Source: an optimization exercise on an open RTL-to-GDS flow (aim: small area and a short achievable clock period). Production flows keep margins and buffers that such runs may drop. At most, simulation tests tie the RTL to the original design; equivalence was not proved. The RTL of runs 2 to 7 was laid out without a check of its function. Power figures rest on the tool's default switching activity, not on a simulated workload.

==> design/flow/run.sh <==
#!/bin/bash
# synth_recipe.tcl (not shown) runs the flow's synth.tcl, then flattens the netlist and writes it again
# the make line also repeats each setting of config.mk as NAME=value (left out here)
make -C /OpenROAD-flow-scripts/flow DESIGN_CONFIG=/design/flow/config.mk WORK_HOME=/design/flow/orfs CLKGATE_MAP_FILE= SYNTH_SCRIPT=/design/flow/synth_recipe.tcl finish
==> design/flow/config.mk <==
export PLATFORM = sky130hd
export DESIGN_NAME = hft_fpga_low_latency
export DESIGN_NICKNAME = hft_fpga_low_latency
export VERILOG_FILES = /design/flow/design.v
export SDC_FILE = /design/flow/constraint.sdc
export NUM_CORES = 4
export LEC_CHECK = 0
export CAP_MARGIN = 20
export CORE_MARGIN = 2
export CORE_UTILIZATION = 40
export SLEW_MARGIN = 20
==> design/flow/design.v <==
`timescale 1ns / 1ps
module config_manager(
    input wire clk, 
    input wire reset, 
    input wire cfg_we, 
    input wire [1:0] cfg_addr, 
    input wire [31:0] cfg_wdata, 
    output reg [31:0] trading_threshold, 
    output reg [31:0] risk_min, 
    output reg [31:0] risk_max
    );
    always @(posedge clk or posedge reset) begin 
        if (reset) begin 
            trading_threshold <= 32'd1000;  
            risk_min <= 32'd1000;  
            risk_max <= 32'd5000;  
        end else if (cfg_we) begin 
            case (cfg_addr) 
                2'd0: trading_threshold <= cfg_wdata; 
                2'd1: risk_min <= cfg_wdata; 
                2'd2: risk_max <= cfg_wdata; 
                default: ; 
            endcase 
        end 
    end 
endmodule
`timescale 1ns / 1ps
module market_data_interface(
    input wire clk, 
    input wire reset, 
    input wire [63:0] raw_market_data, 
    input wire raw_valid, 
    output reg [63:0] parsed_data, 
    output reg parsed_valid
    );
    reg [63:0] stage1_data; 
    reg stage1_valid;
    always @(posedge clk or posedge reset) begin 
        if (reset) begin 
            stage1_data <= 64'b0;
            stage1_valid <= 1'b0;
        end else if (raw_valid) begin 
            stage1_data <= raw_market_data;
            stage1_valid <= 1'b1;
        end else begin 
            stage1_valid <= 1'b0;
        end 
    end
    always @(posedge clk or posedge reset) begin 
        if (reset) begin 
            parsed_data <= 64'b0; 
            parsed_valid <= 1'b0; 
        end else begin 
            parsed_data <= stage1_data; 
            parsed_valid <= stage1_valid; 
        end 
    end 
endmodule
`timescale 1ns / 1ps
module trading_engine(
    input wire clk, 
    input wire reset, 
    input wire [31:0] trading_threshold, 
    input wire [63:0] market_data, 
    input wire data_valid, 
    output reg [63:0] candidate_order, 
    output reg candidate_valid
    );
    reg [7:0] stage1_msg_type; 
    reg [23:0] stage1_instrument_id;
    reg [31:0] stage1_price; 
    reg stage1_valid; 
    always @(posedge clk or posedge reset) begin 
        if (reset) begin 
            stage1_msg_type <= 8'b0; 
            stage1_instrument_id <= 24'b0; 
            stage1_price <= 32'b0; 
            stage1_valid <= 1'b0; 
        end else if (data_valid) begin 
            stage1_msg_type <= market_data[63:56]; 
            stage1_instrument_id <= market_data[55:32]; 
            stage1_price <= market_data[31:0]; 
            stage1_valid <= 1'b1;
        end else begin
            stage1_valid <= 1'b0; 
        end 
     end 
     always @(posedge clk or posedge reset) begin
        if (reset) begin 
            candidate_order <= 64'b0; 
            candidate_valid <= 1'b0; 
        end else if (stage1_valid) begin 
            if (stage1_msg_type == 8'h01 && stage1_price < trading_threshold) begin 
                candidate_order <= {stage1_msg_type, stage1_instrument_id, stage1_price}; 
                candidate_valid <= 1'b1; 
            end else begin 
                candidate_valid <= 1'b0; 
            end 
        end else begin 
            candidate_valid <= 1'b0; 
        end     
     end   
endmodule
`timescale 1ns / 1ps
module risk_manager(
    input wire clk, 
    input wire reset, 
    input wire [31:0] risk_min, 
    input wire [31:0] risk_max, 
    input wire [63:0] candidate_order, 
    input wire candidate_valid, 
    output reg [63:0] approved_order, 
    output reg approved_valid
    );
    reg [31:0] stage1_price; 
    reg [63:0] stage1_order; 
    reg stage1_valid; 
    always @(posedge clk or posedge reset) begin 
        if (reset) begin 
            stage1_price <= 32'b0; 
            stage1_order <= 64'b0; 
            stage1_valid <= 1'b0; 
        end else if (candidate_valid) begin 
            stage1_price <= candidate_order[31:0]; 
            stage1_order <= candidate_order; 
            stage1_valid <= 1'b1; 
        end else begin 
            stage1_valid <= 1'b0; 
        end 
    end 
    always @(posedge clk or posedge reset) begin 
        if (reset) begin 
            approved_order <= 64'b0; 
            approved_valid <= 1'b0; 
        end else if (stage1_valid) begin 
            if (stage1_price >= risk_min && stage1_price <= risk_max) begin 
                approved_order <= stage1_order; 
                approved_valid <= 1'b1; 
            end else begin 
                approved_valid <= 1'b0; 
            end 
        end else begin  
            approved_valid <= 1'b0; 
        end
    end  
endmodule
`timescale 1ns / 1ps
module order_formatter(
    input wire clk, 
    input wire reset, 
    input wire [63:0] approved_order, 
    input wire approved_valid, 
    output reg [127:0] formatted_order, 
    output reg formatted_valid
    );
    reg [31:0] order_seq; 
    reg approved_valid_pipe; 
    reg [63:0] approved_order_pipe; 
    always @(posedge clk or posedge reset) begin 
        if (reset) begin 
            approved_order_pipe <= 64'b0; 
            approved_valid_pipe <= 1'b0; 
        end else begin 
            approved_order_pipe <= approved_order; 
            approved_valid_pipe <= approved_valid; 
        end 
    end 
    always @(posedge clk or posedge reset) begin 
        if (reset) begin 
            order_seq <= 32'd0;
            formatted_order <= 128'b0; 
            formatted_valid <= 1'b0; 
        end else if (approved_valid_pipe) begin 
            order_seq <= order_seq + 1; 
            formatted_order <= {order_seq, approved_order_pipe, 32'd0};
            formatted_valid <= 1'b1; 
        end else begin 
            formatted_valid <= 1'b0;
        end 
     end 
endmodule
`timescale 1ns / 1ps
module async_fifo(
    input wire wr_clk, 
    input wire rd_clk, 
    input wire reset, 
    input wire [127:0] wr_data, 
    input wire wr_en, 
    output reg [127:0] rd_data,
    output reg rd_valid, 
    output reg fifo_full, 
    output reg fifo_empty
    );
    parameter DEPTH = 16; 
    parameter ADDR_WIDTH = 4;  
    reg [127:0] mem [0:DEPTH-1]; 
    reg [ADDR_WIDTH:0] wr_ptr; 
    reg [ADDR_WIDTH:0] rd_ptr; 
    always @(posedge wr_clk or posedge reset) begin 
        if (reset) begin 
            wr_ptr <= 0; 
        end else if (wr_en && !fifo_full) begin 
            mem[wr_ptr[ADDR_WIDTH-1:0]] <= wr_data; 
            wr_ptr <= wr_ptr + 1; 
        end
    end 
    always @(posedge rd_clk or posedge reset) begin  
        if (reset) begin 
            rd_ptr <= 0; 
            rd_valid <= 1'b0; 
        end else begin 
            if (!fifo_empty) begin 
                rd_data <= mem[rd_ptr[ADDR_WIDTH-1:0]]; 
                rd_ptr <= rd_ptr + 1; 
                rd_valid <= 1'b1; 
            end else begin 
                rd_valid <= 1'b0; 
            end 
        end 
    end 
    always @(*) begin
        fifo_empty = (wr_ptr == rd_ptr); 
        fifo_full = ((wr_ptr - rd_ptr) == DEPTH); 
    end 
endmodule
`timescale 1ns / 1ps
module network_interface(
    input wire core_clk, 
    input wire reset, 
    input wire [127:0] formatted_order, 
    input wire formatted_valid, 
    output wire [127:0] tx_data,
    output wire tx_valid
    );
    wire fifo_full;
    wire fifo_empty; 
    wire rd_valid; 
    wire [127:0] rd_data; 
    async_fifo fifo_inst(
        .wr_clk(core_clk), 
        .rd_clk(core_clk), 
        .reset(reset), 
        .wr_data(formatted_order), 
        .wr_en(formatted_valid), 
        .rd_data(rd_data), 
        .rd_valid(rd_valid), 
        .fifo_full(fifo_full), 
        .fifo_empty(fifo_empty)
    ); 
    assign tx_data = rd_data; 
    assign tx_valid = rd_valid; 
endmodule
`timescale 1ns / 1ps
module mg_transceiver(
    input wire tx_clk, 
    input wire reset, 
    input wire [127:0] tx_data_in, 
    input wire tx_valid_in, 
    output reg [127:0] mg_tx_data, 
    output reg mg_tx_valid
    );
    always @(posedge tx_clk or posedge reset) begin 
        if (reset) begin 
            mg_tx_data <= 128'b0;
            mg_tx_valid <= 1'b0; 
        end else begin 
            mg_tx_data <= tx_data_in; 
            mg_tx_valid <= tx_valid_in; 
        end 
     end 
endmodule
`timescale 1ns / 1ps
module hft_fpga_low_latency(
    input wire core_clk, 
    input wire reset, 
    input wire cfg_we, 
    input wire [1:0] cfg_addr, 
    input wire [31:0] cfg_wdata, 
    input wire [63:0] raw_market_data, 
    input wire raw_valid, 
    output wire [127:0] mg_tx_data, 
    output wire mg_tx_valid
    );
    wire [63:0] parsed_data; 
    wire parsed_valid;
    wire [63:0] candidate_order; 
    wire candidate_valid; 
    wire [63:0] approved_order; 
    wire approved_valid; 
    wire [127:0] formatted_order; 
    wire formatted_valid; 
    wire [31:0] trading_threshold; 
    wire [31:0] risk_min; 
    wire [31:0] risk_max;
    config_manager u_config_manager (
        .clk(core_clk), 
        .reset(reset), 
        .cfg_we(cfg_we), 
        .cfg_addr(cfg_addr), 
        .cfg_wdata(cfg_wdata), 
        .trading_threshold(trading_threshold), 
        .risk_min(risk_min), 
        .risk_max(risk_max)
    ); 
    market_data_interface u_market_data_interface (
        .clk(core_clk), 
        .reset(reset), 
        .raw_market_data(raw_market_data), 
        .raw_valid(raw_valid), 
        .parsed_data(parsed_data), 
        .parsed_valid(parsed_valid)
    );
    trading_engine u_trading_engine (
        .clk(core_clk), 
        .reset(reset), 
        .trading_threshold(trading_threshold), 
        .market_data(parsed_data), 
        .data_valid(parsed_valid), 
        .candidate_order(candidate_order), 
        .candidate_valid(candidate_valid)
    ); 
    risk_manager u_risk_manager (
        .clk(core_clk), 
        .reset(reset), 
        .risk_min(risk_min), 
        .risk_max(risk_max), 
        .candidate_order(candidate_order), 
        .candidate_valid(candidate_valid), 
        .approved_order(approved_order), 
        .approved_valid(approved_valid)
    ); 
    order_formatter u_order_formatter (
        .clk(core_clk), 
        .reset(reset), 
        .approved_order(approved_order),
        .approved_valid(approved_valid), 
        .formatted_order(formatted_order), 
        .formatted_valid(formatted_valid)
    ); 
    wire [127:0] tx_data; 
    wire tx_valid; 
    network_interface u_network_interface (
        .core_clk(core_clk), 
        .reset(reset), 
        .formatted_order(formatted_order), 
        .formatted_valid(formatted_valid), 
        .tx_data(tx_data), 
        .tx_valid(tx_valid)
    ); 
    mg_transceiver u_mg_transceiver (
        .tx_clk(core_clk), 
        .reset(reset), 
        .tx_data_in(tx_data), 
        .tx_valid_in(tx_valid), 
        .mg_tx_data(mg_tx_data), 
        .mg_tx_valid(mg_tx_valid)
    ); 
endmodule
==> design/flow/constraint.sdc <==
create_clock -name core_clock -period 4.0 [get_ports {core_clk}]
set_input_delay 0.8000 -clock core_clock [delete_from_list [all_inputs] [get_ports {core_clk}]]
set_output_delay 0.8000 -clock core_clock [all_outputs]
set_load 0.01 [all_outputs]
==> results.txt, run 1 <==
layout cell share with drive strength beyond 1 0.201; cell internal pwr 44100 µW; Worst R2R Path Depth 11; vias in the first global route 48700; Slew @ Worst Pin between 0.9 and 1 ns; initial antenna violation count 11; Peak Freq ~280 MHz; post-synthesis xor/xnor area fraction 0.00406; Setup CP Type reg -> reg; Fin. Hold Viols 0; startpoint types flip-flop; Synth Register Bits ~2400; critical path cell sequence inv_1 -> ha_1 -> nor2b_1 -> o21ai_0 -> a21oi_1 -> a32oi_1 -> o21ai_1 -> nor2_1 -> buf_4 -> and3_4 -> buf_12; Final Skew 0.0497 ns; critical path capture point type flip-flop; Worst R2R End u_network_interface.fifo_inst.mem[12][120]; Comb power frac 0.162; total track usage 0.215; Post-synth EDFFs 1632; clk sinks roughly 2400; Clock Power Share 0.364; Synth Area in Compound Gates 0.0783; Worst Setup SP u_network_interface.fifo_inst.rd_ptr[1]; Synth Area in Adders 0.0154; die width approximately 470 µm; Routed Antenna Nets 0; r2r startpoint u_network_interface.fifo_inst.rd_ptr[1]; leakage power 0.0419 µW; Post-synth ARST share 0.326; # nets final 5686; Seq/Total Area, Yosys 0.777; status timing/DRC/antenna clean; Std-Cell Core Area between 200000 and 250000 µm²; grt ovf 0; r2r setup slk 0.48 ns; Main synth FF type edfxtp_1; average wire per cell in the routed design 28.4 µm; Avg Inst Size Synth 17.4 µm²; period utilization 0.879; first-pass GRT wire length about 350 mm; Crit path largest cell delay 0.64 ns; drt first pass iters 9; Cell variety after synth 63; number of CTS-inserted buffers 232; Power per Cell Area about 590 nW/µm²; crit path max-delay cell type and3_4; crit path capture u_network_interface.fifo_inst.mem[12][120]; max-slew violation count 0; mux cell area share after synthesis 0.0729; sw power 17100 µW; sequential power share 0.475; Min Hold Slack 0.346 ns; Post-CTS Resized 0; clk buf depth 3; area growth from synthesis to layout 17.1%; hold_buf cts 0; CP bufs+invs 3; setup_tns 0 ns; critical path peak fanout 25; synthesized area ~88000 µm²; DRC violations left 0; crit path DAT 4.05 ns; DP Wirelength 145 mm; simple-gate share of the synthesized area 0.0318; postcts setup bufs 0; routability cong. 0.845; synth warn 8; worst-skew pair later-pin latency between 0.8 and 0.9 ns; clock-pin transition on the worst setup and hold timing paths 0.07 ns; clock root buffer clkbuf_16; Initial DRC Count 6568; row count approximately 170; Max IR drop VDD roughly 0.00057 V; Die Y roughly 470 µm; CTS H-tree depth 4; switching share of total power 0.280; Synth Instances 5095; relative slew slack 0.380; largest net degree at the start of global routing 90; RSZ-0062 raised after global routing no; starting density of the core 0.403; CTS tree done; maxcap violations 0; Hold Path Stages 0; Port Buf Inserts 198; CP Data Required Time 4.53 ns; Hold WC Path Type reg -> reg; critical path's top delay family simple AND/OR/NAND/NOR gates; Vias between 40000 and 50000; largest family of logic cells by synthesized area compound AO/OA/AOI/OAI gates; DR vias/cell between 5 and 6; die area 225000 µm²; Ports 231; # setup viols final 0; post-route minimum period 3.52 ns; path length in cells of the critical path 11; final wirelength approximately 250 mm
[kinds of logic after synthesis]
family                     count (synthesis)
DFF                                     2420
buffers and inverters                    405
xor gates and xnor gates                  41
AOI/OAI and AO/OA                        953
and+or+nand+nor                          605
muxes                                    561
other                                      1
adders and majority gates                109
[flip-flops by register name, indices dropped and copies added (netlist names), 64 cells and up]
register,flops
u_risk_manager.approved_order,64
u_market_data_interface.stage1_data,64
u_network_interface.fifo_inst.mem,1536
u_market_data_interface.parsed_data,64
u_risk_manager.stage1_order,64
u_order_formatter.formatted_order,96
u_mg_transceiver.mg_tx_data,96
u_network_interface.fifo_inst.rd_data,96
u_order_formatter.approved_order_pipe,64
u_trading_engine.candidate_order,64
[power by group through the flow]
stage | clock network (µW) | logic, µW | registers [µW]
final | 22200 | 9900 | 29000
after global routing | 23500 | 10200 | 29200
after CTS | 22600 | 9760 | 29100
after detailed placement | 0 | 9730 | 29600
after global placement | 0 | 9660 | 29600
after floorplan | 0 | 4330 | 29200
[synthesized netlist by cell type, types with 51 or more instances]
cell type	number	share of area
a22oi_1	319	0.027
mux2_2	448	0.057
a222oi_1	83	0.0094
inv_1	109	0.0046
nor2_1	174	0.0074
a221oi_1	84	0.0083
ha_1	109	0.015
a21oi_1	124	0.0070
o21ai_0	137	0.0078
nand3_1	67	0.0038
mux2i_1	61	0.0069
a22o_1	74	0.0073
buf_2	51	0.0029
edfxtp_1	1632	0.55
nand2_1	190	0.0081
clkbuf_1	180	0.0076
dfrtp_1	771	0.22
and3_1	52	0.0037
[cells in the final DEF, fill, tap and decap left out, types with 67 or more instances in the layout]
master | netlist | routed
ha_1 | 109 | 106
buf_12 | 0 | 83
buf_4 | 39 | 128
mux2_2 | 448 | 448
a221oi_1 | 84 | 84
a222oi_1 | 83 | 83
o21ai_0 | 137 | 137
inv_1 | 109 | 108
edfxtp_1 | 1632 | 1632
nor2_1 | 174 | 171
a22oi_1 | 319 | 319
clkbuf_16 | 0 | 236
clkdlybuf4s50_1 | 0 | 197
nand2_1 | 190 | 190
a22o_1 | 74 | 74
dfrtp_1 | 771 | 766
a21oi_1 | 124 | 124
nand3_1 | 67 | 67
[stage by stage]
step / std cells / power (µW) / setup WS [ns] / area (µm²) / utilization
after floorplan: 5126 / 33500 / -7.60 / 88600 / -
after global placement: 8199 / 39200 / 0.542 / 95700 / 0.436
after detailed placement: 8199 / 39300 / 0.584 / 95700 / 0.436
after CTS: 8641 / 61400 / 0.555 / 104000 / 0.471
after global routing: 8642 / 62900 / 0.317 / 104000 / 0.471
final: 8653 / 61200 / 0.483 / 104000 / 0.471
[layer usage]
layer  global-route usage  vias to the layer above  wire (µm)
met4               0.0639                        4       6980
met5                    0                        -         24
met1                0.302                    25600     100000
li1                     -                    20600          -
met2                0.341                     2694     114000
met3               0.0426                      409      24000
[worst min-delay path by stage]
stage,slack (ns),to,from
2_1_floorplan,0.33,u_mg_transceiver.mg_tx_data[100],u_network_interface.fifo_inst.rd_data[100]
3_5_place_dp,0.33,u_mg_transceiver.mg_tx_valid,u_network_interface.fifo_inst.rd_valid
4_1_cts,0.35,u_mg_transceiver.mg_tx_data[40],u_network_interface.fifo_inst.rd_data[40]
5_1_grt,0.35,u_mg_transceiver.mg_tx_data[93],u_network_interface.fifo_inst.rd_data[93]
6_report,0.35,u_mg_transceiver.mg_tx_data[93],u_network_interface.fifo_inst.rd_data[93]
3_3_place_gp,0.33,u_market_data_interface.parsed_valid,u_market_data_interface.stage1_valid
[final cells by class]
type                            count  area (µm²)
Timing Repair Buffer              409        4600
Antenna cell                       12        30.0
Multi-Input combinational cell   2301       18300
Fill cell                       18400      116000
Sequential cell                  2420       68800
Tap cell                         2958        3700
Clock buffer                      329        6640
Clock inverter                    113        1180
Inverter                          111         420
Testbench counts, summed over its fixed seeds: latency cycles 35,673, orders 3,243.
==> run 2: changes to the inputs <==
==> design/flow/design.v (replaced) <==
`timescale 1ns / 1ps
module hft_fpga_low_latency(
    input wire core_clk,
    input wire reset,
    input wire cfg_we,
    input wire [1:0] cfg_addr,
    input wire [31:0] cfg_wdata,
    input wire [63:0] raw_market_data,
    input wire raw_valid,
    output wire [127:0] mg_tx_data,
    output wire mg_tx_valid
    );
    reg [31:0] trading_threshold;
    reg [31:0] risk_min;
    reg [31:0] risk_max;
    always @(posedge core_clk or posedge reset) begin
        if (reset) begin
            trading_threshold <= 32'd1000;
            risk_min <= 32'd1000;
            risk_max <= 32'd5000;
        end else if (cfg_we) begin
            case (cfg_addr)
                2'd0: trading_threshold <= cfg_wdata;
                2'd1: risk_min <= cfg_wdata;
                2'd2: risk_max <= cfg_wdata;
                default: ;
            endcase
        end
    end
    wire [31:0] price = raw_market_data[31:0];
    wire approve = raw_valid && (raw_market_data[63:56] == 8'h01) &&
                   (price < trading_threshold) &&
                   (price >= risk_min) && (price <= risk_max);
    reg [63:0] order_data;
    always @(posedge core_clk) begin
        order_data <= raw_market_data;
    end
    reg [31:0] order_seq;
    reg order_valid;
    always @(posedge core_clk or posedge reset) begin
        if (reset) begin
            order_seq <= 32'hffff_ffff;
            order_valid <= 1'b0;
        end else begin
            order_valid <= approve;
            if (approve)
                order_seq <= order_seq + 32'd1;
        end
    end
    assign mg_tx_data = {order_seq, order_data, 32'h0000_0000};
    assign mg_tx_valid = order_valid;
endmodule
==> run 2 against run 1 <==
  * Synthesized cell count down 83%
  * Global-route usage down 3.4 points
  * Sequential share of layout area down 28 points
  * Total power down 92%
  * Flip-flop and latch count down 2227
  * Register-to-register slack better by 0.53 ns
  * Clock skew down 0.041 ns
  * Critical endpoint is now order_seq[15]
  * Fmax up 3.9%
  * Core utilization up 6.1 points
  * Via count down 87%
==> results.txt, run 2 <==
status timing/DRC/antenna clean; Vias 6591 (-87%); most common cell after layout, fill and taps aside clkdlybuf4s50_1; Synth Instances 842 (-83%); Peak Freq 295 MHz (+3.9%); Slew @ Worst Pin 0.969 ns (+0.0392 ns); DRC violations left 0 (unchanged); relative slew slack 0.354 (-0.0261); Main synth FF type dfrtp_1; Synth Register Bits 193 (-92%); Worst Hold Launch risk_min[22]; post-synth top area share 0.218 (-0.336); clk sinks 193 (-92%); switching share of total power 0.280 (about the same); sw power 1410 µW (-92%); die width 156 µm (-67%); # setup viols final 0 (unchanged); Worst R2R Path Depth 10 (-1); Synth area leader dfrtp_1; Worst R2R End order_seq[15]; Hold EP risk_min[22]; startpoint types input port; # nets final 1246 (-78%); Clock Power Share 0.349 (-0.015); commonest non-fill, non-tap cells in the layout clkdlybuf4s50_1, inv_1, ha_1, dfrtp_1, nand2_1; Hold Path Stages 1 (+1); maxcap violations 0 (unchanged); clock-pin transition on the worst setup and hold timing paths 0.07 ns (about the same); Synth Area in Compound Gates 0.0659 (-0.0124); leakage power 0.00538 µW (-87%); Die Y 156 µm (-67%); max-slew violation count 0 (unchanged); Min Hold Slack 0.506 ns (+0.159 ns); post-synthesis xor/xnor area fraction 0.0296 (+0.0255); Antenna Cells 0 (-12); Hold WC Path Type reg -> reg; DP Wirelength 16.0 mm (-89%); Post-synth EDFFs 0 (-100%); mux cell area share after synthesis 0.0809 (+0.00798); period utilization 0.846 (-0.0329); RSZ-0062 raised after global routing no; Comb power frac 0.202 (+0.040); largest net degree at the start of global routing 75 (-17%); post-route minimum period 3.39 ns (-0.132 ns); CTS H-tree depth 4 (unchanged); pre-CTS setup slack 0.158 ns (-0.426 ns); synth warn 1 (-7); Synth Area in Adders 0.131 (+0.115); crit path DAT 3.72 ns (-0.33 ns); WL met2 10.4 mm (-91%); vias in the first global route 6559 (-87%); simple-gate share of the synthesized area 0.116 (+0.0845); clk buf depth 2 (-1); first-pass GRT wire length 34.5 mm (-90%); critical path capture point type flip-flop; CTS tree done; starting density of the core 0.407 (+0.00435); Seq/Total Area, Yosys 0.498 (-0.280); max reg flops 64 (-96%); postcts setup bufs 0 (unchanged); Routed Antenna Nets 0 (unchanged); Final WS setup 0.614 ns (+0.132 ns); total track usage 0.182 (-0.0338); metal1 wirelength 9.76 mm (-90%); Fin. Hold Viols 0 (unchanged); final wirelength 21.5 mm (-91%); synthesized area 9190 µm² (-90%); Power per Cell Area 418 nW/µm² (-29%); largest family of logic cells by synthesized area adder cells; die area 24200 µm² (-89%); Std-Cell Core Area 22600 µm² (-90%); Avg Inst Size Synth 10.9 µm² (-37%); r2r startpoint risk_max[9]; number of CTS-inserted buffers 17 (-93%); layout cell share with drive strength beyond 1 0.164 (-0.0371); drt first pass iters 4 (-5); Synth area leaders dfrtp_1, dfstp_2, dfxtp_1, ha_1, mux2_2; Post-synth ARST share 0.668 (+0.343); row count 55 (-68%); Post-CTS Resized 0 (unchanged); clock root buffer clkbuf_16; sequential power share 0.449 (-0.026); Initial DRC Count 253 (-96%); count leader, synth inv_1; CP Data Required Time 4.34 ns (-0.19 ns); initial antenna violation count 0 (-11); critical path peak fanout 30 (+20%); cell internal pwr 3620 µW (-92%); Commonest cells post-synth inv_1, ha_1, dfrtp_1; hold_buf cts 0 (unchanged); Highest Signal Layer met4; average wire per cell in the routed design 16.0 µm (-44%); worst-skew pair later-pin latency 0.43 ns (-0.44 ns); Cell variety after synth 45 (-29%); grt ovf 0 (unchanged); DR vias/cell 4.90 (-14%); Ports 231 (unchanged); Final Skew 0.00850 ns (-0.0412 ns); routability cong. 0.804 (-4.9%); Port Buf Inserts 198 (unchanged); area growth from synthesis to layout 30.9%; r2r setup slk 1.01 ns (+0.53 ns); Setup CP Type in -> reg; Max IR drop VDD 0.000240 V (-58%); setup_tns 0 ns (unchanged); met3 routed WL 891 µm (-96%)
run 2: power groups by stage:
stage	Combinational, µW	Sequential (µW)	Clock [µW]
floorplan	643	2290	0
global placement	1010	2290	0
detailed placement	1030	2290	0
CTS	1030	2260	1810
global route	1160	2280	1900
finish	1020	2260	1760
run 2: metal layers:
layer	vias to the layer above	global-route usage
met4	0	0.0511
met1	3143	0.234
li1	3272	-
met5	-	0
met2	153	0.306
met3	23	0.0428
run 2: final cells by class:
| type | instances | area (µm²) |
|---|---|---|
| Timing Repair Buffer | 209 | 2060 |
| Tap cell | 285 | 357 |
| Sequential cell | 193 | 4570 |
| Clock inverter | 13 | 136 |
| Inverter | 104 | 394 |
| Multi-Input combinational cell | 523 | 4030 |
| Clock buffer | 19 | 475 |
| Fill cell | 2031 | 10500 |
run 2: logic make-up after synthesis:
| kind of cell | count (synthesis) |
|---|---|
| AO/OA/AOI/OAI | 106 |
| adder cells (fa/ha/maj) | 96 |
| buffers and inverters | 157 |
| flip-flops | 193 |
| XOR/XNOR | 31 |
| AND/OR/NAND/NOR | 192 |
| multiplexers | 66 |
| other | 1 |
run 2: how the worst max path moves through the flow:
stage	from	slack [ns]	endpoint	cells past startpoint
6_report	raw_market_data[30]	0.61	order_seq[15]	9
5_1_grt	raw_market_data[9]	0.35	order_seq[15]	10
4_1_cts	raw_market_data[30]	0.60	order_seq[15]	9
3_5_place_dp	raw_market_data[30]	0.16	order_seq[15]	9
3_3_place_gp	raw_market_data[8]	0.23	order_seq[18]	10
2_1_floorplan	raw_market_data[31]	1.16	order_seq[15]	8
run 2: worst max-delay path, stage by stage:
cell,delay (ns)
clkdlybuf4s50_1,0.50
ha_1,0.35
nand4_1,0.16
nor4_2,0.50
a32oi_1,0.21
a2111o_1,0.42
buf_4,0.26
nor4_2,0.30
xor2_1,0.22
run 2: metrics by stage:
stage / total power (µW) / cell area (µm²) / util / instances
after CTS: 5100 / 12000 / 0.533 / 1346
after global routing: 5340 / 12000 / 0.533 / 1346
after global placement: 3300 / 11400 / 0.506 / 1314
after floorplan: 2940 / 9310 / - / 873
final: 5030 / 12000 / 0.533 / 1346
after detailed placement: 3320 / 11400 / 0.506 / 1314
==> run 3: changes to the inputs <==
--- a/design/flow/design.v
+++ b/design/flow/design.v
@@ -13,7 +13,7 @@
     reg [31:0] trading_threshold;
     reg [31:0] risk_min;
     reg [31:0] risk_max;
-    always @(posedge core_clk or posedge reset) begin
+    always @(posedge core_clk) begin
         if (reset) begin
             trading_threshold <= 32'd1000;
             risk_min <= 32'd1000;
@@ -28,25 +28,29 @@
         end
     end
     wire [31:0] price = raw_market_data[31:0];
+    wire below_threshold;    
+    wire below_min;          
+    wire above_max;          
+    assign below_threshold = price < trading_threshold;
+    assign below_min = price < risk_min;
+    assign above_max = risk_max < price;
     wire approve = raw_valid && (raw_market_data[63:56] == 8'h01) &&
-                   (price < trading_threshold) &&
-                   (price >= risk_min) && (price <= risk_max);
-    reg [63:0] order_data;
+                   below_threshold && !below_min && !above_max;
+    reg [55:0] order_data;
     always @(posedge core_clk) begin
-        order_data <= raw_market_data;
+        order_data <= raw_market_data[55:0];
     end
     reg [31:0] order_seq;
     reg order_valid;
     always @(posedge core_clk or posedge reset) begin
         if (reset) begin
-            order_seq <= 32'hffff_ffff;
+            order_seq <= 32'd0;
             order_valid <= 1'b0;
         end else begin
             order_valid <= approve;
-            if (approve)
-                order_seq <= order_seq + 32'd1;
+            order_seq <= order_seq + {31'd0, order_valid};
         end
     end
-    assign mg_tx_data = {order_seq, order_data, 32'h0000_0000};
+    assign mg_tx_data = {order_seq, 8'h01, order_data, 32'h0000_0000};
     assign mg_tx_valid = order_valid;
 endmodule
==> design/flow/flow/run.sh (new file) <==
#!/bin/bash
# Standard ORFS layout, with plain buf_1 cells as the port buffers
# (the default port buffer is a 10 um2 delay buffer).
set -euo pipefail
bash standard.sh synth > synth.log 2>&1
bash standard.sh finish BUFFER_PORTS_ARGS="-buffer_cell sky130_fd_sc_hd__buf_1" > layout.log 2>&1
==> design/flow/standard.sh (new file) <==
#!/bin/bash
# synth_recipe.tcl (not shown) runs the flow's synth.tcl, then flattens the netlist and writes it again
# the make line also repeats each setting of config.mk as NAME=value (left out here)
make -C /OpenROAD-flow-scripts/flow DESIGN_CONFIG=/design/flow/config.mk WORK_HOME=/design/flow/orfs CLKGATE_MAP_FILE= SYNTH_SCRIPT=/design/flow/synth_recipe.tcl "${@:-finish}"
--- a/design/flow/config.mk
+++ b/design/flow/config.mk
@@ -5,7 +5,10 @@
 export SDC_FILE = /design/flow/constraint.sdc
 export NUM_CORES = 4
 export LEC_CHECK = 0
+export ABC_AREA = 1
 export CAP_MARGIN = 20
 export CORE_MARGIN = 2
 export CORE_UTILIZATION = 40
+export CTS_BUF_LIST = sky130_fd_sc_hd__clkbuf_4 sky130_fd_sc_hd__clkbuf_8
+export SETUP_SLACK_MARGIN = 2.2
 export SLEW_MARGIN = 20
removed: design/flow/run.sh
==> run 3 against run 2 <==
  * Routed wire length fell by 4.6%
  * Synthesized cell count rose by 18%
  * Area after synthesis decreased by 6.9%
  * First-iteration DRC count shrank 2.8%
  * Non-clock buffer count rose by 42
  * Register-to-register slack better by 1.1 ns
  * Fmax up 75%
  * Clock power down about 30%
  * Clock-buffer cell count decreased by 2
  * Final cell count up 13%
  * Combinational power down 54%
  * Hold slack got worse by 0.11 ns
  * Critical path type is now reg -> out
==> results.txt, run 3 <==
Avg Inst Size Synth 8.59 µm² (-21%); # setup viols final 0 (unchanged); grt ovf 0 (unchanged); Final Skew 0.0129 ns (+0.00435 ns); Cell variety after synth 32 (-29%); relative slew slack 0.637 (+0.283); Port Buf Inserts 190 (-4.0%); synthesized area 8550 µm² (-6.9%); initial antenna violation count 1 (+1); post-route minimum period 1.94 ns (-1.45 ns); Slew @ Worst Pin 0.545 ns (-0.424 ns); clock-pin transition on the worst setup and hold timing paths 0.10 ns (+0.03 ns); most common cell after layout, fill and taps aside dfxtp_1; Hold WC Path Type in -> async; Worst R2R End order_seq[30]; Min Hold Slack 0.396 ns (-0.110 ns); Die Y 150 µm (-3.4%); worst-skew pair later-pin latency 0.47 ns (+0.04 ns); Worst Setup SP order_valid; RSZ-0062 raised after global routing yes; number of CTS-inserted buffers 17 (unchanged); max-slew violation count 0 (unchanged); hold_buf cts 0 (unchanged); # fillers 2025 (-0.30%); Main synth FF type dfxtp_1; crit path DAT 1.14 ns (-2.58 ns); commonest non-fill, non-tap cells in the layout dfxtp_1, nand2_1, inv_1, nor2_1, buf_1; Setup CP Type reg -> out; critical path peak fanout 2 (-93%); clock root buffer clkbuf_8; max reg flops 56 (-13%); die area 22600 µm² (-6.7%); # nets final 1435 (+15%); maxcap violations 0 (unchanged); Post-Layout Inst Area 10600 µm² (-12%); Synth Area in Compound Gates 0.124 (+0.0584); simple-gate share of the synthesized area 0.151 (+0.0348); CP Data Required Time 3.20 ns (-1.14 ns); Synth area leader dfxtp_1; startpoint types flip-flop; layout cell share with drive strength beyond 1 0.201 (+0.0366); mux cell area share after synthesis 0 (-0.0809); crit path capture mg_tx_valid; Post-synth ARST share 0.178 (-0.490); row count 53 (-3.6%); routability cong. 0.770 (-4.2%); final core utilization 0.505 (-0.0277); Seq/Total Area, Yosys 0.452 (-0.0453); CTS tree done; post-synth top area share 0.356 (+0.138); Initial DRC Count 246 (-2.8%); leakage power 0.00520 µW (-3.4%); Ports 231 (unchanged); Std-Cell Core Area 21000 µm² (-6.9%); Max IR drop VDD 0.000201 V (-16%); critical path capture point type output port; Vias 7061 (+7.1%); total track usage 0.181 (-0.000688); DP Wirelength 14.6 mm (-8.7%); largest family of logic cells by synthesized area simple AND/OR/NAND/NOR gates; DRC violations left 0 (unchanged); clk sinks 185 (-4.1%); r2r startpoint order_valid; post-synthesis xor/xnor area fraction 0.0307 (+0.00116); Worst R2R Path Depth 11 (+1); die width 150 µm (-3.4%); vias in the first global route 6588 (+0.44%); clk buf depth 2 (unchanged); Placed Cells 1438 (+9.4%); Synth area leaders dfxtp_1, ha_1, dfrtp_1, nand2_1, a21oi_1; Synth Register Bits 185 (-4.1%); Commonest cells post-synth dfxtp_1, nand2_1, inv_1; first-pass GRT wire length 32.2 mm (-6.7%); Post-synth EDFFs 0 (unchanged); status timing/DRC/antenna clean; drt first pass iters 4 (unchanged); synth warn 1 (unchanged); CTS H-tree depth 4 (unchanged); starting density of the core 0.407 (about the same); r2r setup slk 2.15 ns (+1.14 ns); DR vias/cell 4.62 (-5.6%); Synth Instances 996 (+18%); average wire per cell in the routed design 13.4 µm (-16%); Routed Antenna Nets 0 (unchanged); placed cell areas 9460 µm² (-17%); Final Non-Filler Cells 1527 (+13%); Fin. Hold Viols 0 (unchanged); count leader, synth dfxtp_1; Peak Freq 516 MHz (+75%); Power per Cell Area 344 nW/µm² (-18%); largest net degree at the start of global routing 61 (-19%); area growth from synthesis to layout 24.1%; final wirelength 20.5 mm (-4.6%); period utilization 0.484 (-0.362); setup_tns 0 ns (unchanged); Synth Area in Adders 0.139 (+0.00820)
[run 3: worst min-delay path by stage]
stage,start,endpoint,slack [ns],cells past startpoint
finish,reset,order_valid,0.40,2
global route,raw_market_data[38],order_data[38],0.36,1
CTS,raw_market_data[44],order_data[44],0.37,1
detailed placement,trading_threshold[28],trading_threshold[28],0.45,2
global placement,trading_threshold[28],trading_threshold[28],0.44,2
floorplan,risk_max[12],risk_max[12],0.43,2
[run 3: what timing repair did]
action                                  in CTS  in global routing
gates resized for setup                     34                123
hold endpoints to repair                     0                  0
pin swaps                                    7                 14
buffers inserted                            39                 15
endpoints found under the setup margin     110                154
gates cloned                                 2                  0
[run 3: through the flow]
stage	setup slack, ns	power (µW)
after global placement	1.57	2430
after detailed placement	1.51	2440
after floorplan	2.20	2300
after global routing	2.00	3880
final	2.06	3660
after CTS	2.03	3690
[run 3: cell families (layout without fill, tap and decap cells)]
kind of cell | Yosys count | after routing
AOI/OAI and AO/OA | 204 | 204
and+or+nand+nor | 288 | 288
other | 2 | 41
DFF | 185 | 185
xor gates and xnor gates | 30 | 30
buffers and inverters | 192 | 409
adders and majority gates | 95 | 95
[run 3: report_power, final]
group          internal, µW  total, µW  switching (µW)
clock                   467       1240             773
combinational           173        467             293
sequential             1930       1950            24.6
total                  2570       3660            1090
[run 3: final cells by class]
type / count / area, µm² / share of cell area
Inverter: 124 / 475 / 0.0448
Clock inverter: 15 / 156 / 0.0147
Multi-Input combinational cell: 657 / 4140 / 0.390
Timing Repair Buffer: 251 / 1370 / 0.129
Sequential cell: 185 / 3890 / 0.366
Timing Repair inverter: 2 / 15.0 / 0.00141
Clock buffer: 17 / 234 / 0.0220
Antenna cell: 1 / 2.50 / 0.000236
Tap cell: 275 / 344 / 0.0324
[run 3: layer usage]
metal / vias to the layer above / routed length, µm / track usage
li1: 3653 / - / -
met1: 3235 / 9520 / 0.238
met2: 158 / 9840 / 0.304
met3: 15 / 979 / 0.0376
met4: 0 / 180 / 0.0453
met5: - / 0 / 0
[run 3: critical path, cell delays in order, from the launching register on]
cell	delay, ns
dfrtp_1	0.43
buf_6	0.14
buf_6	0.11
==> run 4: changes to the inputs <==
--- a/design/flow/config.mk
+++ b/design/flow/config.mk
@@ -10,5 +10,4 @@
 export CORE_MARGIN = 2
 export CORE_UTILIZATION = 40
 export CTS_BUF_LIST = sky130_fd_sc_hd__clkbuf_4 sky130_fd_sc_hd__clkbuf_8
-export SETUP_SLACK_MARGIN = 2.2
 export SLEW_MARGIN = 20
==> run 4 against run 3 <==
  * Still clean
  * Fmax is 3.2% lower
  * Design area fell by 7.3%
  * Area after synthesis unchanged
  * Final cell count decreased by 3.7%
  * Clock skew increased by 0.0011 ns
  * Synthesized cell count is the same
  * Register-to-register slack worse by 0.15 ns
  * Combinational power is 7.1% lower
  * Routed wire length shrank 7.8%
  * Critical path depth increased by 8
  * Clock power is 4% higher
  * Worst setup slack lost 0.064 ns
  * Critical endpoint is now order_seq[30]
  * Largest cell class unchanged
  * Highest routed layer is now met5
==> results.txt, run 4 <==
status timing/DRC/antenna clean; count leader, synth dfxtp_1; Post-synth EDFFs 0 (unchanged); Synth area leader dfxtp_1; clock-pin transition on the worst setup and hold timing paths 0.11 ns (about the same); Die Y 150 µm (unchanged); postcts setup bufs 0 (-100%); most used cell, CP nor2_4; drt first pass iters 4 (unchanged); critical path peak fanout 4 (+2); # setup viols final 0 (unchanged); Antenna Cells 0 (-1); largest family of logic cells by synthesized area simple AND/OR/NAND/NOR gates; Ports 231 (unchanged); critical path cell sequence ha_1 -> ha_1 -> nand2_1 -> nor2_4 -> nand4_4 -> nor2_4 -> nand3_4 -> nor2_4 -> nand3_2 -> xnor2_1; period utilization 0.500 (+0.0160); Setup CP Type reg -> reg; setup_tns 0 ns (unchanged); worst-skew pair later-pin latency 0.47 ns (about the same); commonest non-fill, non-tap cells in the layout buf_1, dfxtp_1, nand2_1, inv_1, nor2_1; metal1 wirelength 9.21 mm (-3.2%); Max IR drop VDD 0.000188 V (-6.2%); Commonest cells post-synth dfxtp_1, nand2_1, inv_1; Initial DRC Count 286 (+16%); Main synth FF type dfxtp_1; relative slew slack 0.485 (-0.152); most common cell after layout, fill and taps aside buf_1; Post-CTS Resized 0 (-100%); largest net degree at the start of global routing 39 (-36%); mux cell area share after synthesis 0 (unchanged); Synth area leaders dfxtp_1, ha_1, dfrtp_1, nand2_1, a21oi_1; Seq/Total Area, Yosys 0.452 (unchanged); post-synthesis xor/xnor area fraction 0.0307 (unchanged); crit path max-delay cell type dfrtp_1; initial antenna violation count 1 (unchanged); clock root buffer clkbuf_8; Avg Inst Size Synth 8.59 µm² (unchanged); Crit path largest cell delay 0.46 ns (+0.03 ns); max-slew violation count 0 (unchanged); Synth Area in Compound Gates 0.124 (unchanged); Port Buf Inserts 190 (unchanged); average wire per cell in the routed design 12.9 µm (-4.3%); CP Data Required Time 4.37 ns (+1.17 ns); Highest Signal Layer met5; final wirelength 18.9 mm (-7.8%); row count 53 (unchanged); post-route minimum period 2.00 ns (+0.0638 ns); RSZ-0062 raised after global routing no; Final Skew 0.0140 ns (+0.00115 ns); WL met2 8.39 mm (-15%); routability cong. 0.798 (+3.6%); CTS H-tree depth 4 (unchanged); synth warn 1 (unchanged); Post-synth ARST share 0.178 (unchanged); CTS tree done; Synth Area in Adders 0.139 (unchanged); total track usage 0.172 (-0.00934); synthesized area 8550 µm² (unchanged); hold_buf cts 0 (unchanged); first-pass GRT wire length 30.3 mm (-5.8%); maxcap violations 0 (unchanged); layout cell share with drive strength beyond 1 0.0493 (-0.151); die area 22600 µm² (unchanged); DR vias/cell 4.62 (about the same); starting density of the core 0.407 (unchanged); grt ovf 0 (unchanged); startpoint types flip-flop; Vias 6802 (-3.7%); Power per Cell Area 373 nW/µm² (+8.2%); Synth Register Bits 185 (unchanged); CP bufs+invs 0 (-2); Routed Antenna Nets 0 (unchanged); simple-gate share of the synthesized area 0.151 (unchanged); leakage power 0.00459 µW (-12%); max reg flops 56 (unchanged); number of CTS-inserted buffers 17 (unchanged); path length in cells of the critical path 10 (+8); Peak Freq 500 MHz (-3.2%); area growth from synthesis to layout 15.1%; critical path's top delay family simple AND/OR/NAND/NOR gates; Std-Cell Core Area 21000 µm² (unchanged); vias in the first global route 6200 (-5.9%); post-synth top area share 0.356 (unchanged); DRC violations left 0 (unchanged); # fillers 2123 (+4.8%); # nets final 1380 (-3.8%); Slew @ Worst Pin 0.772 ns (+0.227 ns); crit path DAT 2.37 ns (+1.23 ns); DP Wirelength 14.4 mm (-1.2%); Cell variety after synth 32 (unchanged); Min Hold Slack 0.315 ns (-0.0811 ns); Fin. Hold Viols 0 (unchanged); Worst R2R Path Depth 10 (-1); clk buf depth 2 (unchanged); critical path capture point type flip-flop; clk sinks 185 (unchanged); die width 150 µm (unchanged); Hold WC Path Type in -> async; Synth Instances 996 (unchanged); met3 routed WL 1.07 mm (+9.4%)
-- run 4: cell counts after synthesis --
No cell type changed its count.
-- run 4: cell families after synthesis --
logic type,Yosys count
flops,185
compound gates,204
xor+xnor,30
simple gates,288
fa+ha+maj,95
buf+inv,192
other cells,2
-- run 4: power breakdown --
part / switching (µW) / total (µW) / internal (µW)
Clock: 758 / 1290 / 530
Combinational: 279 / 434 / 156
Sequential: 22.8 / 1950 / 1930
Total: 1060 / 3670 / 2610
-- run 4: layout make-up --
cell class	count	area [µm²]	area share
Clock buffer	17	234	0.0238
Clock inverter	15	181	0.0184
Inverter	124	467	0.0474
Multi-Input combinational cell	657	3960	0.402
Sequential cell	185	3870	0.393
Tap cell	275	344	0.0349
Timing Repair Buffer	198	793	0.0805
-- run 4: final timing paths --
kind / startpoint / end / slack, ns
hold / removal: reset / order_valid / 0.31
max in group asynchronous: reset / order_seq[19] / 2.98
min in group core_clock: raw_market_data[44] / order_data[44] / 0.41
setup / recovery: order_valid / order_seq[30] / 2.00
hold reg to reg: trading_threshold[25] / trading_threshold[25] / 0.46
setup reg to reg: order_valid / order_seq[30] / 2.00
-- run 4: routing by layer --
metal	up-vias	global-route usage
met3	18	0.0367
met1	3049	0.232
met2	186	0.275
met5	-	0
met4	2	0.0524
li1	3547	-
-- run 4: metrics by stage --
step                utilization  setup WS (ns)  std cells  total power, µW  cell area (µm²)
floorplan                     -           1.28       1034             2300             8700
global placement          0.447           1.65       1438             2420             9410
detailed placement        0.447           1.59       1438             2430             9410
CTS                       0.467           1.96       1470             3730             9820
global route              0.468           1.84       1471             3890             9850
finish                    0.468           2.00       1471             3670             9850
==> run 5: changes to the inputs <==
--- a/design/flow/design.v
+++ b/design/flow/design.v
@@ -42,13 +42,21 @@
     end
     reg [31:0] order_seq;
     reg order_valid;
+    wire [31:0] seq_ones_below;
+    assign seq_ones_below[0] = 1'b1;
+    genvar gi;
+    generate
+        for (gi = 1; gi < 32; gi = gi + 1) begin : g_ones
+            assign seq_ones_below[gi] = &order_seq[gi-1:0];
+        end
+    endgenerate
     always @(posedge core_clk or posedge reset) begin
         if (reset) begin
             order_seq <= 32'd0;
             order_valid <= 1'b0;
         end else begin
             order_valid <= approve;
-            order_seq <= order_seq + {31'd0, order_valid};
+            order_seq <= order_seq ^ ({32{order_valid}} & seq_ones_below);
         end
     end
     assign mg_tx_data = {order_seq, 8'h01, order_data, 32'h0000_0000};
==> run 5 against run 4 <==
  * Design area is 0.23% lower
  * Register-to-register slack better by 0.33 ns
  * Worst setup slack better by 0.014 ns
  * Combinational power is 2% lower
  * Critical path type is now reg -> out
  * Highest routed layer is now met4
==> results.txt, run 5 <==
startpoint types flip-flop; CTS H-tree depth 4 (unchanged); area growth from synthesis to layout 15.6%; # nets final 1371 (-0.65%); DRC violations left 0 (unchanged); RSZ-0062 raised after global routing no; crit path max-delay cell type dfrtp_1; critical path's top delay family flip-flops; Seq/Total Area, Yosys 0.455 (+0.00293); clock root buffer clkbuf_8; die width 150 µm (-0.31%); layout cell share with drive strength beyond 1 0.0530 (+0.00370); largest net degree at the start of global routing 50 (+28%); Hold WC Path Type in -> async; Routed Antenna Nets 0 (unchanged); final core utilization 0.469 (about the same); CP bufs+invs 1 (+1); commonest non-fill, non-tap cells in the layout buf_1, nand2_1, dfxtp_1, inv_1, a21oi_1; status timing/DRC/antenna clean; cell internal pwr 2810 µW (+7.6%); worst-skew pair later-pin latency 0.46 ns (about the same); switching share of total power 0.259 (-0.0299); Ports 231 (unchanged); final wirelength 18.9 mm (about the same); starting density of the core 0.406 (-0.00134); Post-synth ARST share 0.178 (unchanged); total track usage 0.169 (-0.00302); Cell variety after synth 40 (+25%); synth warn 1 (unchanged); row count 53 (unchanged); Synth area leader dfxtp_1; initial antenna violation count 0 (-1); max-slew violation count 0 (unchanged); Post-synth EDFFs 0 (unchanged); relative slew slack 0.547 (+0.0624); sequential power share 0.512 (-0.019); critical path cell sequence buf_1; max reg flops 56 (unchanged); Initial DRC Count 214 (-25%); postcts setup bufs 0 (unchanged); Final Skew 0.0135 ns (-0.000531 ns); sw power 981 µW (-7.4%); Post-CTS Resized 0 (unchanged); Port Buf Inserts 190 (unchanged); Die Y 150 µm (-0.31%); Peak Freq 503 MHz (+0.70%); average wire per cell in the routed design 12.9 µm (+0.62%); number of CTS-inserted buffers 17 (unchanged); clk buf depth 2 (unchanged); post-route minimum period 1.99 ns (-0.0139 ns); drt first pass iters 4 (unchanged); crit path DAT 1.19 ns (-1.18 ns); Max IR drop VDD 0.000187 V (-0.77%); critical path peak fanout 7 (+3); # setup viols final 0 (unchanged); setup_tns 0 ns (unchanged); Setup CP Type reg -> out; first-pass GRT wire length 29.9 mm (-1.4%); hold_buf cts 0 (unchanged); CTS tree done; # fillers 2130 (+0.33%); Antenna Cells 0 (unchanged); Slew @ Worst Pin 0.678 ns (-0.0935 ns); post-synth top area share 0.358 (+0.00230); die area 22400 µm² (-0.62%); Std-Cell Core Area 21000 µm² (-0.32%); DP Wirelength 14.3 mm (-0.88%); Avg Inst Size Synth 8.62 µm² (+0.36%); Fin. Hold Viols 0 (unchanged); Synth Instances 986 (-1.0%); Power per Cell Area 386 nW/µm² (+3.5%); Commonest cells post-synth nand2_1, dfxtp_1, inv_1; maxcap violations 0 (unchanged); Clock Power Share 0.376 (+0.025); period utilization 0.497 (-0.00348); count leader, synth nand2_1; critical path capture point type output port; Synth area leaders dfxtp_1, ha_1, dfrtp_1, a21oi_1, nand2_1; Synth Register Bits 185 (unchanged); CP Data Required Time 3.20 ns (-1.17 ns); leakage power 0.00448 µW (-2.4%); Main synth FF type dfxtp_1; Crit path largest cell delay 0.54 ns (+0.08 ns); grt ovf 0 (unchanged); vias in the first global route 6168 (-0.52%); clock-pin transition on the worst setup and hold timing paths 0.09 ns (-0.02 ns); Comb power frac 0.112 (-0.006); clk sinks 185 (unchanged); most common cell after layout, fill and taps aside buf_1; routability cong. 0.795 (-0.31%); DR vias/cell 4.58 (-0.99%); Pwr Total 3790 µW (+3.3%); synthesized area 8500 µm² (-0.64%); Vias 6698 (-1.5%)
run 5: cell types whose count changed after synthesis, sizes merged, moves of 2 or more:
cell | before | now
xnor2 | 10 | 7
nand2 | 131 | 165
nor2 | 105 | 44
nor3 | 15 | 13
o21ai | 91 | 66
a21oi | 96 | 124
inv | 124 | 134
a31oi | 0 | 2
nand3 | 18 | 26
xor2 | 20 | 17
run 5: cell type report:
cell class | instances | area (µm²) | area share
clock buffers | 21 | 277 | 0.0281
clock inverters | 11 | 180 | 0.0183
inverters | 134 | 503 | 0.0512
multi-input cells | 637 | 3860 | 0.393
flip-flops and latches | 185 | 3870 | 0.394
well taps | 275 | 344 | 0.0350
repair buffers | 200 | 788 | 0.0802
run 5: final timing paths:
kind | from | endpoint | slack (ns) | cells past startpoint
max | order_valid | mg_tx_valid | 2.01 | 1
min | reset | order_valid | 0.31 | 2
max reg2reg | trading_threshold[5] | order_valid | 2.33 | 11
min reg2reg | risk_min[10] | risk_min[10] | 0.46 | 2
max in group asynchronous | reset | order_seq[27] | 2.84 | 3
min in group core_clock | raw_market_data[53] | order_data[53] | 0.42 | 1
run 5: metrics by stage:
step	instance area (µm²)	worst slack (ns)	std cells	hold WS [ns]
floorplan	8640	1.31	1024	0.433
global placement	9370	1.67	1431	0.442
detailed placement	9370	1.61	1431	0.450
CTS	9830	1.97	1463	0.294
global route	9830	1.92	1463	0.311
finish	9830	2.01	1463	0.312
run 5: cell families after synthesis:
group	after synthesis	share of synthesized area
and+or+nand+nor	269	0.145
adders and majority gates	94	0.138
buffers and inverters	202	0.107
xor gates and xnor gates	24	0.0247
AOI/OAI and AO/OA	210	0.129
DFF	185	0.455
other	2	0.000884
run 5: power by group through the flow:
stage	clock, µW	combinational, µW	sequential, µW
3_5_place_dp	0	428	1980
5_1_grt	1550	493	1950
4_1_cts	1480	431	1940
6_report	1430	424	1940
2_1_floorplan	0	282	2000
3_3_place_gp	0	420	1980
run 5: metal layers:
metal  up-vias  share of wire  global-route usage
met3        12          0.048              0.0424
met4         0         0.0070              0.0349
met5         -              0                   0
met1      3019           0.49               0.223
li1       3520              -                   -
met2       147           0.45               0.280
==> run 6: changes to the inputs <==
--- a/design/flow/config.mk
+++ b/design/flow/config.mk
@@ -10,4 +10,5 @@
 export CORE_MARGIN = 2
 export CORE_UTILIZATION = 40
 export CTS_BUF_LIST = sky130_fd_sc_hd__clkbuf_4 sky130_fd_sc_hd__clkbuf_8
+export SETUP_SLACK_MARGIN = 2.15
 export SLEW_MARGIN = 20
==> run 6 against run 5 <==
  * Synthesized cell count unchanged
  * Sequential power about the same
  * Via count up 3.6%
  * Largest power group unchanged
==> results.txt, run 6 <==
startpoint types flip-flop; RSZ-0062 raised after global routing yes; synthesized area 8500 µm² (unchanged); Max IR drop VDD 0.000202 V (+8.2%); Synth Area in Adders 0.138 (unchanged); mux cell area share after synthesis 0 (unchanged); die area 22400 µm² (unchanged); Cell variety after synth 40 (unchanged); drt first pass iters 4 (unchanged); post-synthesis xor/xnor area fraction 0.0247 (unchanged); Die Y 150 µm (unchanged); Std-Cell Core Area 21000 µm² (unchanged); leakage power 0.00485 µW (+8.1%); Setup CP Type reg -> out; critical path capture point type output port; grt ovf 0 (unchanged); DP Wirelength 14.1 mm (-1.5%); period utilization 0.456 (-0.0405); Final Skew 0.0137 ns (+0.000233 ns); Fin. Hold Viols 0 (unchanged); DRC violations left 0 (unchanged); Synth Instances 986 (unchanged); average wire per cell in the routed design 13.1 µm (+1.5%); Commonest cells post-synth nand2_1, dfxtp_1, inv_1; DR vias/cell 4.60 (+0.52%); Vias 6940 (+3.6%); starting density of the core 0.406 (unchanged); critical path cell sequence buf_6; Post-synth EDFFs 0 (unchanged); clk buf depth 2 (unchanged); Ports 231 (unchanged); post-route minimum period 1.82 ns (-0.162 ns); routability cong. 0.760 (-4.5%); number of CTS-inserted buffers 17 (unchanged); # fillers 2053 (-3.6%); critical path's top delay family flip-flops; Routed Antenna Nets 0 (unchanged); commonest non-fill, non-tap cells in the layout nand2_1, dfxtp_1, buf_1, inv_1, a21oi_1; CP Data Required Time 3.20 ns (about the same); total track usage 0.178 (+0.00889); Clock Power Share 0.388 (+0.012); Post-synth ARST share 0.178 (unchanged); Synth Area in Compound Gates 0.129 (unchanged); switching share of total power 0.256 (-0.00312); Power per Cell Area 376 nW/µm² (-2.5%); final wirelength 19.8 mm (+4.6%); Synth area leader dfxtp_1; area growth from synthesis to layout 21.9%; Main synth FF type dfxtp_1; largest net degree at the start of global routing 73 (+46%); Crit path largest cell delay 0.43 ns (-0.11 ns); CTS tree done; most common cell after layout, fill and taps aside nand2_1; clock root buffer clkbuf_8; crit path max-delay cell type dfrtp_2; row count 53 (unchanged); Synth area leaders dfxtp_1, ha_1, dfrtp_1, a21oi_1, nand2_1; Port Buf Inserts 190 (unchanged); layout cell share with drive strength beyond 1 0.132 (+0.0794); Synth Register Bits 185 (unchanged); crit path DAT 1.02 ns (-0.17 ns); die width 150 µm (unchanged); Seq/Total Area, Yosys 0.455 (unchanged); hold_buf cts 0 (unchanged); # setup viols final 0 (unchanged); path length in cells of the critical path 1 (unchanged); maxcap violations 0 (unchanged); Hold WC Path Type in -> async; largest family of logic cells by synthesized area simple AND/OR/NAND/NOR gates; count leader, synth nand2_1; clock-pin transition on the worst setup and hold timing paths 0.11 ns (+0.02 ns); Comb power frac 0.114 (+0.002); critical path peak fanout 2 (-5); max-slew violation count 0 (unchanged); sequential power share 0.498 (-0.014); worst-skew pair later-pin latency 0.47 ns (about the same); initial antenna violation count 2 (+2); cell internal pwr 2900 µW (+3.3%); CTS H-tree depth 4 (unchanged); Worst R2R Path Depth 8 (-3); Avg Inst Size Synth 8.62 µm² (unchanged); setup_tns 0 ns (unchanged); synth warn 1 (unchanged); Min Hold Slack 0.391 ns (+0.0796 ns); CP bufs+invs 1 (unchanged); vias in the first global route 6397 (+3.7%); Peak Freq 548 MHz (+8.9%); sw power 997 µW (+1.6%); # nets final 1414 (+3.1%); first-pass GRT wire length 31.6 mm (+5.7%); simple-gate share of the synthesized area 0.145 (unchanged); clk sinks 185 (unchanged); max reg flops 56 (unchanged); status timing/DRC/antenna clean; Initial DRC Count 253 (+18%); post-synth top area share 0.358 (unchanged)
-- run 6: cell types whose count changed in the layout (fill, tap and decap cells not counted), sizes merged --
cell	previous run	this run
clkbuf	21	49
buf	200	209
clkinvlp	1	7
inv	139	136
bufinv	4	6
diode	0	2
clkinv	1	2
-- run 6: cells by family after synthesis --
family	count (synthesis)
XOR/XNOR	24
adder cells (fa/ha/maj)	94
flip-flops	185
AND/OR/NAND/NOR	269
buffers and inverters	202
AO/OA/AOI/OAI	210
other	2
-- run 6: worst paths after layout --
kind                                       startpoint                     to  slack [ns]
worst max register to register          order_seq[16]          order_seq[26]        2.33
max in group asynchronous                       reset            order_valid        2.95
worst max-delay path                    order_seq[23]        mg_tx_data[119]        2.18
min in group core_clock           raw_market_data[55]         order_data[55]        0.42
worst min register to register  trading_threshold[31]  trading_threshold[31]        0.46
worst min-delay path                            reset          order_seq[21]        0.39
-- run 6: metrics by stage --
step	cell area (µm²)	cells	worst slack (ns)	total power, µW	utilization
2_1_floorplan	8650	1024	2.18	2280	-
3_3_place_gp	9360	1428	1.48	2400	0.447
3_5_place_dp	9360	1428	1.42	2410	0.447
4_1_cts	10100	1491	2.05	3930	0.482
5_1_grt	10400	1507	2.12	4100	0.494
6_report	10400	1508	2.18	3900	0.495
-- run 6: power by group through the flow --
stage / sequential [µW] / combinational (µW) / clock, µW
after floorplan: 2000 / 283 / 0
after global placement: 1980 / 420 / 0
after detailed placement: 1980 / 426 / 0
after CTS: 1940 / 435 / 1560
after global routing: 1950 / 521 / 1630
final: 1940 / 445 / 1510
-- run 6: per-layer routing --
layer | up-vias | routed length (µm) | GRT usage
met5 | - | 0 | 0
met1 | 3151 | 9510 | 0.242
met2 | 158 | 9010 | 0.279
met3 | 19 | 1010 | 0.0421
li1 | 3612 | - | -
met4 | 0 | 276 | 0.0552
-- run 6: cell type report --
| type | count | area, µm² | area share |
|---|---|---|---|
| inverters | 134 | 517 | 0.0499 |
| diodes | 2 | 5.00 | 0.000483 |
| repair inverters | 3 | 20.0 | 0.00193 |
| repair buffers | 240 | 1190 | 0.115 |
| well taps | 275 | 344 | 0.0332 |
| flip-flops and latches | 185 | 3870 | 0.374 |
| clock inverters | 14 | 241 | 0.0233 |
| multi-input cells | 637 | 3930 | 0.379 |
| clock buffers | 18 | 241 | 0.0233 |
-- run 6: repair_timing --
item / CTS / global route
buffers inserted: 28 / 15
gates cloned: 3 / 0
pin swaps: 0 / 9
endpoints found under the setup margin: 87 / 94
gates resized for setup: 15 / 57
==> run 7: changes to the inputs <==
--- a/design/flow/config.mk
+++ b/design/flow/config.mk
@@ -10,5 +10,5 @@
 export CORE_MARGIN = 2
 export CORE_UTILIZATION = 40
 export CTS_BUF_LIST = sky130_fd_sc_hd__clkbuf_4 sky130_fd_sc_hd__clkbuf_8
-export SETUP_SLACK_MARGIN = 2.15
+export SETUP_SLACK_MARGIN = 2.3
 export SLEW_MARGIN = 20
==> run 7 against run 6 <==
  * Still clean on timing, DRC and antenna
  * Area after synthesis did not move
  * Worst setup slack got worse by 0.014 ns
  * Routed wire length rose by 1.3%
  * Total power fell by 2.9%
  * Sequential share of layout area fell by 1.0 points
  * Core utilization rose by 1.7 points
  * Register-to-register slack got worse by 0.03 ns
  * Design area rose by 3.5%
  * Via count barely moved
  * Sequential power barely moved
  * Clock skew barely moved
  * Critical path type unchanged
==> results.txt, run 7 <==
leakage power 0.00518 µW (+6.9%); die area 22400 µm² (unchanged); Synth area leaders dfxtp_1, ha_1, dfrtp_1, a21oi_1, nand2_1; critical path cell sequence buf_6; Peak Freq 544 MHz (-0.77%); average wire per cell in the routed design 13.3 µm (+0.92%); Hold WC Path Type in -> reg; RSZ-0062 raised after global routing yes; Antenna Cells 0 (-2); status timing/DRC/antenna clean; worst-skew pair later-pin latency 0.46 ns (about the same); area growth from synthesis to layout 26.2%; hold_buf cts 0 (unchanged); Max IR drop VDD 0.000197 V (-2.7%); period utilization 0.460 (+0.00354); number of CTS-inserted buffers 17 (unchanged); Post-synth EDFFs 0 (unchanged); row count 53 (unchanged); Main synth FF type dfxtp_1; Setup CP Type reg -> out; Worst R2R End order_seq[26]; crit path max-delay cell type dfrtp_2; clk sinks 185 (unchanged); Synth Instances 986 (unchanged); count leader, synth nand2_1; starting density of the core 0.406 (unchanged); crit path DAT 1.04 ns (+0.02 ns); die width 150 µm (unchanged); synthesized area 8500 µm² (unchanged); Hold Path Stages 1; critical path peak fanout 2 (unchanged); Port Buf Inserts 190 (unchanged); Seq/Total Area, Yosys 0.455 (unchanged); Initial DRC Count 234 (-7.5%); largest net degree at the start of global routing 73 (unchanged); Pwr Total 3790 µW (-2.9%); Post-synth ARST share 0.178 (unchanged); clock-pin transition on the worst setup and hold timing paths 0.09 ns (-0.02 ns); DR vias/cell 4.58 (-0.48%); grt ovf 0 (unchanged); DP Wirelength 13.9 mm (-0.97%); # nets final 1422 (+0.57%); startpoint types flip-flop; Routed Antenna Nets 0 (unchanged); max-slew violation count 0 (unchanged); r2r startpoint order_seq[3]; post-route minimum period 1.84 ns (+0.0142 ns); Final Skew 0.0133 ns (-0.000410 ns); maxcap violations 0 (unchanged); setup_tns 0 ns (unchanged); post-synth top area share 0.358 (unchanged); Avg Inst Size Synth 8.62 µm² (unchanged); layout cell share with drive strength beyond 1 0.206 (+0.0734); most common cell after layout, fill and taps aside nand2_1; Die Y 150 µm (unchanged); Vias 6934 (-0.086%); placed cell areas 9440 µm² (+0.83%); initial antenna violation count 0 (-2); critical path's top delay family flip-flops; CP Data Required Time 3.20 ns (about the same); synth warn 1 (unchanged); max reg flops 56 (unchanged); final core utilization 0.512 (+0.0172); critical path capture point type output port; Worst Hold Launch raw_market_data[48]; Fin. Hold Viols 0 (unchanged); Synth area leader dfxtp_1; routability cong. 0.759 (about the same); commonest non-fill, non-tap cells in the layout nand2_1, dfxtp_1, inv_1, a21oi_1, ha_1; clock root buffer clkbuf_8; DRC violations left 0 (unchanged); r2r setup slk 2.30 ns (-0.03 ns); Final Non-Filler Cells 1514 (+0.40%); Synth Register Bits 185 (unchanged); Commonest cells post-synth nand2_1, dfxtp_1, inv_1; CTS tree done; total track usage 0.178 (+0.000370); # setup viols final 0 (unchanged); final wirelength 20.1 mm (+1.3%); first-pass GRT wire length 31.5 mm (-0.22%); Placed Cells 1429 (+0.070%); Ports 231 (unchanged); vias in the first global route 6448 (+0.80%); CTS H-tree depth 4 (unchanged); clk buf depth 2 (unchanged); CP bufs+invs 1 (unchanged); Worst R2R Path Depth 9 (+1); Cell variety after synth 40 (unchanged); Post-Layout Inst Area 10700 µm² (+3.5%); Hold EP order_data[48]; Crit path largest cell delay 0.45 ns (+0.02 ns); drt first pass iters 5 (+1); Power per Cell Area 353 nW/µm² (-6.2%); Std-Cell Core Area 21000 µm² (unchanged)
-- run 7: per-stage QoR --
stage          worst slack (ns)  hold WS, ns
2_1_floorplan              2.21        0.433
3_3_place_gp               1.40        0.447
3_5_place_dp               1.36        0.452
4_1_cts                    2.11        0.389
5_1_grt                    2.11        0.387
6_report                   2.16        0.430
-- run 7: area by class of cell --
| class | instances | area, µm² |
|---|---|---|
| fillers | 2063 | 10200 |
| multi-input cells | 637 | 4000 |
| flip-flops and latches | 185 | 3900 |
| repair buffers | 250 | 1530 |
| inverters | 134 | 519 |
| well taps | 275 | 344 |
| clock buffers | 17 | 234 |
| clock inverters | 15 | 195 |
| repair inverters | 1 | 7.51 |
-- run 7: power breakdown --
| group | internal [µW] | switching [µW] | total, µW |
|---|---|---|---|
| clock | 683 | 691 | 1370 |
| sequential | 1920 | 23.2 | 1950 |
| combinational | 181 | 285 | 466 |
-- run 7: cells by family (layout without fill, tap and decap cells) --
logic type,Yosys count,count (layout),share of synthesized area
AOI/OAI and AO/OA,210,210,0.129
xor gates and xnor gates,24,24,0.0247
adders and majority gates,94,94,0.138
buffers and inverters,202,417,0.107
DFF,185,185,0.455
other,2,40,0.000884
and+or+nand+nor,269,269,0.145
-- run 7: worst max path at each step --
| stage | end | startpoint | cells past startpoint |
|---|---|---|---|
| after floorplan | order_valid | raw_market_data[5] | 10 |
| after global placement | risk_min[21] | cfg_addr[0] | 7 |
| after detailed placement | risk_min[20] | cfg_addr[0] | 7 |
| after CTS | mg_tx_valid | order_valid | 1 |
| after global routing | mg_tx_data[125] | order_seq[29] | 1 |
| final | mg_tx_valid | order_valid | 1 |
-- run 7: repair_timing --
item,in CTS,in global routing
setup endpoints to repair,199,146
cloned,1,0
buffers inserted,32,20
resized for setup,106,82
pin swaps,1,9
-- run 7: per-layer routing --
layer / global-route usage / up-vias / wire length [µm]
met5: 0 / - / 0
met4: 0.0481 / 0 / 190
met3: 0.0366 / 10 / 875
met2: 0.299 / 150 / 9650
met1: 0.233 / 3144 / 9350
li1: - / 3630 / -

==> what the ideal ports hide <==
In the flow no input, the clock included, has a driving cell. The finished layouts below were timed again as built, in two steps.
Step 1 sets driving cells, clkbuf_16 on the clock port and buf_2 on the other inputs (assumed; they add their load-dependent delay and slew).
Step 2, shift: input delay + t, output delay - t, t = (earliest + latest rising clock arrival at the registers) / 2. This alone moves slack from input paths to output paths.
a / b / c = no drivers / after step 1 / after step 2; a / b = the first two.
| run | t, ns | slack for setup (ns) | worst data-port slew with drivers (ns) |
|---|---|---|---|
| run 1 | 0.933 | 0.483 / 0.483 / 0.483 | 0.05 |
| run 2 | 0.466 | 0.614 / 0.633 / 0.167 | 0.08 |
| run 3 | 0.500 | 2.064 / 2.025 / 1.794 | 0.06 |
| run 4 | 0.506 | 2.000 / 2.000 / 1.671 | 0.07 |
| run 5 | 0.488 | 2.014 / 1.978 / 1.595 | 0.06 |
| run 6 | 0.492 | 2.176 / 2.143 / 1.757 | 0.08 |
| run 7 | 0.494 | 2.161 / 2.120 / 1.780 | 0.06 |
After both steps setup and hold are still met in every run listed. For run 2, which loses most, drivers alone change the setup slack by +0.019 ns; drivers and shift together by -0.447 ns.
